This design comes from an exercise in tuning for small area and a short achievable clock period on the open sky130 flow, not from production work.
In this exercise RTL edits were held to simulation tests only and were not proved equivalent to the original.

==> flow/design.v, too long to show whole: its modules and the start of the top module <==
// module top: 10836 lines
// module fa: 4 lines
// module tanh_rom: 136 lines
module top(
    input clk,
    input reset,
    input [17:0] U0,
    input [17:0] U1,
    input [17:0] U2,
    output [17:0] Y0,
    output [17:0] Y1
    );
  // ...
==> flow/flow/run.sh <==
#!/bin/bash
export SETUP_SLACK_MARGIN=8
bash standard.sh > standard.log 2>&1
==> flow/standard.sh <==
#!/bin/bash
# synth_recipe.tcl (not shown) runs the flow's synth.tcl, then flattens the netlist and writes it again
# the make line also repeats each setting of config.mk as NAME=value (left out here)
make -C /OpenROAD-flow-scripts/flow DESIGN_CONFIG=/design/flow/config.mk WORK_HOME=/design/flow/orfs CLKGATE_MAP_FILE= SYNTH_SCRIPT=/design/flow/synth_recipe.tcl "${@:-finish}"
==> flow/config.mk <==
export PLATFORM = sky130hd
export DESIGN_NAME = top
export DESIGN_NICKNAME = top
export VERILOG_FILES = /design/flow/design.v
export SDC_FILE = /design/flow/constraint.sdc
export NUM_CORES = 4
export LEC_CHECK = 0
export CAP_MARGIN = 20
export CORE_MARGIN = 2
export CORE_UTILIZATION = 48
export SLEW_MARGIN = 20
export SYNTH_HIERARCHICAL = 1
==> flow/constraint.sdc <==
create_clock -name core_clock -period 20.0 [get_ports {clk}]
set_input_delay 4.0000 -clock core_clock [delete_from_list [all_inputs] [get_ports {clk}]]
set_output_delay 4.0000 -clock core_clock [all_outputs]
set_load 0.01 [all_outputs]
==> results_dict.tcl, run 1 <==
set metrics [dict create \
    status "timing/DRC/antenna clean" \
    min_from "n[0]" \
    drive_gt1_share_pct 8.84 \
    synth-seq-cells 157 \
    clockNetworkAreaShare_pct 0.543 \
    r2r_cells 31 \
    ys_types 75 \
    area_delta_synth_final_pct 8.26 \
    dpl_cell_area_mm2 0.104 \
    dpl.cell_count 9857 \
    start_util_pct 48.4 \
    post-place-ws_ps 6480 \
    crit_family "adder cells" \
    design_area_mm2 0.106 \
    antenna_cells 91 \
    die-area_mm2 0.208 \
    die_x_um 456 \
    endpoint "x3[17]" \
    maxSlewViolCount 0 \
    n_all_inverters 367 \
    endpoint_kind "flip-flop" \
    hold_ws_ps 790 \
    final.clkbuf_count 18 \
    design.seq.count 157 \
    vias_per_cell 7.44 \
]
==> run 2: changes to the inputs <==
--- a/flow/config.mk
+++ b/flow/config.mk
@@ -7,6 +7,6 @@
 export LEC_CHECK = 0
 export CAP_MARGIN = 20
 export CORE_MARGIN = 2
-export CORE_UTILIZATION = 48
+export CORE_UTILIZATION = 50
 export SLEW_MARGIN = 20
 export SYNTH_HIERARCHICAL = 1
==> run 2 against run 1 <==
Against the previous run: still clean; utilization up 2.2 points; cell area up 0.27%; critical path depth up 5; final cell count rose by 0.31%; non-clock buffer count up 12; setup slack lost 43 ps; synthesized cell count did not move; hold slack got worse by 200 ps; synthesized area stayed put; die area is 4.0% lower; clock-buffer cell count shrank 1.
==> results_dict.tcl, run 2 <==
set metrics [dict create \
    status "timing/DRC/antenna clean" \
    synth_most_common_cell "fa_1" \
    synth_xor_area_share_pct 1.32 \
    synth-edff-count 0 \
    hold_end "n[0]" \
    hold_ws_ps 587 \
    dpl.hpwl_um 496000 \
    endpoint_kind "flip-flop" \
    wl_per_cell_um 59.4 \
    slowest_delay_ps 860 \
    fin_util_pct 54.6 \
    yosysWarnings 8 \
    critPathSlowestCell "fa_1" \
    synth_top_family_by_area "adder cells" \
    setup_viol 0 \
    vias_per_cell 7.73 \
    design_area_mm2 0.106 \
    fin_crit_sh_pct 60.5 \
    cts_inserted_buffers 17 \
    drtIter0Drc 14100 \
    maxSlewViolCount 0 \
    first_pass_iters 12 \
    final_common_cell "fa_1" \
    r2r-start "x1[12]" \
    synth_ff_type "dfxtp_1" \
    grt_max_degree 56 \
    drt-total-wl_um 597000 \
    port_buffers 91 \
    grtUsageTotal_pct 61.2 \
    fmax_mhz 82.7 \
    die-area_mm2 0.200 \
    synth-seq-cells 157 \
    synth_top_cell_area_share_pct 71.8 \
    cts_tree "built" \
    globalplace.congestion 1.29 \
    synthAdderAreaFrac_pct 82.7 \
    synth_commonest_cells "fa_1 (3516), ha_1 (857), and2_1 (606)" \
    finalNonFillerCells 10000 \
    ys_types 75 \
    fillers 15800 \
    regToRegEndpoint "x1[17]" \
    syn_inst 6931 \
    critical_path_required_ps 20360 \
    synth.area.mux_share_pct 0.0638 \
    hold_path_class "flip-flop to flip-flop" \
    maxCapViolCount 0 \
    critPathMaxFanout 12 \
    synth-compound-area-share_pct 4.05 \
    ant_nets 0 \
    r2r_cells 36 \
    ios 92 \
    hold_viol 0 \
    rows 162 \
    start_util_pct 50.3 \
    root_buffer "clkbuf_16" \
    path_class "flip-flop to flip-flop" \
    area_delta_synth_final_pct 8.56 \
    rsz0062_at_grt "yes" \
    cp-start-kind "flip-flop" \
    vias 77600 \
    antenna_found_initial 101 \
    dpl_cell_area_mm2 0.104 \
    yosysSeqAreaShare_pct 3.21 \
    synthSimpleGateAreaFrac_pct 6.74 \
    h-tree-depth 4 \
    syn_area_mm2 0.0981 \
    drc_errors 0 \
    holdPathStages 1 \
    grt-ovfl-total 0 \
    tightest_slew_ps 1400 \
    ys_top_cells_by_area "fa_1 (72%), ha_1 (11%), and2_1 (3.9%), dfxtp_1 (3.2%), inv_1 (1.4%)" \
    dieHeight_um 447 \
    setup_tns_ps 0 \
    min_from "n[0]" \
    clkLatencyLatePin_ps 480 \
    core_area_mm2 0.195 \
    ctsHoldBuffers 0 \
    maxSlewHeadroom_pct 6.32 \
    drive_gt1_share_pct 8.91 \
    grt_pass1_wl_um 769000 \
    die_x_um 447 \
    async_reset_ff_share_pct 0 \
    clockBufferDepth 2 \
    synth_top_cell_by_area "fa_1" \
    skew_ps 24.7 \
    syn_nets 11400 \
    final_cell_mix "fa_1 (3505), ha_1 (798), and2_1 (534)" \
    grt_pass1_vias 78800 \
    cts.sinks 157 \
    dpl.cell_count 9822 \
    period_needed_ps 12090 \
    path_clk_slew_ps 70 \
    syn_area_per_cell_um2 14.1 \
    crit_top_cell "fa_1" \
    rrSetupSlack_ps 7910 \
    cp.arrival_ps 12450 \
    nets 11700 \
]
==> run 2: worst max-delay path by stage <==
stage,start,endpoint,slack [ps],cells after the start
final,x1[12],x1[17],7910,36
after global routing,n_is2,x1[17],7880,36
after CTS,x0[14],x0[17],8000,33
after detailed placement,n_is3b,x0n[16],6440,32
after global placement,n_is3b,x0n[16],6300,32
after floorplan,n_is3b,x0n[14],8480,33
==> run 2: cell type report <==
| type | instances | area [um2] | share of cell area [%] |
|---|---|---|---|
| multi-input cells | 6306 | 93900 | 88.2 |
| repair buffers | 399 | 3670 | 3.44 |
| diodes | 157 | 393 | 0.369 |
| clock buffers | 17 | 425 | 0.400 |
| inverters | 367 | 1380 | 1.30 |
| clock inverters | 15 | 166 | 0.156 |
| flip-flops and latches | 157 | 3220 | 3.02 |
| well taps | 2624 | 3280 | 3.08 |
==> run 2: cell families after synthesis <==
group,Yosys count
AO/OA/AOI/OAI,618
XOR/XNOR,148
adder cells (fa/ha/maj),4373
buffers and inverters,468
flip-flops,157
multiplexers,6
AND/OR/NAND/NOR,1161
==> run 2: timing repair <==
| item | in CTS | in global routing |
|---|---|---|
| gates cloned | 0 | 3 |
| setup buffers | 8 | 20 |
| hold endpoints to repair | 0 | 0 |
| gates resized for setup | 139 | 214 |
| pin swaps | 3 | 3 |
| endpoints found under the setup margin | 124 | 106 |
==> run 2: Yosys stat by module, one instance, submodules excluded <==
module    copies in the design  cells inside  flip-flops and latches
fa                        3465             1                       0
tanh_rom                     4            72                       0
top                          1          3178                     157
==> run 2: metal layers <==
metal	wire, um	track usage, %	up-vias
met1	189000	66.5	40700
met5	5150	18.8	-
met2	219000	74.8	10100
met3	112000	46.9	3545
li1	-	-	23200
met4	72500	52.0	108
==> run 2: stage by stage <==
stage / setup WS (ps)
finish: 7910
global route: 7880
CTS: 8000
detailed placement: 6440
global placement: 6300
floorplan: 8480
==> run 2: worst max-delay path: cells and delay by family (launching register included) <==
family	cells	cell delay, ps
adders and majority gates	12	5790
buffers and inverters	6	1200
muxes	1	380
DFF	1	690
AOI/OAI and AO/OA	11	2260
and+or+nand+nor	6	1590

==> static timing again, ports no longer ideal <==
In the flow no input, the clock included, has a driving cell. The finished layouts below were timed again as built, in two steps. Step 1 (the two cells are an assumption about what drives the block):
set clk [get_ports {clk}]
set_driving_cell -lib_cell sky130_fd_sc_hd__clkbuf_16 $clk
set_driving_cell -lib_cell sky130_fd_sc_hd__buf_2 [delete_from_list [all_inputs] $clk]
Step 2 also shifts input and output timing later by t, the mid clock arrival at the registers, as if the neighbouring blocks saw the same clock. Slacks: ideal ports / drivers / drivers and shift; pairs: ideal ports / drivers.
| run | t (ns) | slack for setup (ns) | worst setup path at the end | clock arrival spread, ns | pins driven straight from the clock port |
|---|---|---|---|---|---|
| run 1 | 0.557 | 7.952 / 7.952 / 7.952 | register to register | 0.025 / 0.025 | 1 |
| run 2 | 0.542 | 7.909 / 7.909 / 7.909 | register to register | 0.024 / 0.024 | 1 |
After both steps setup and hold are still met in every run listed.
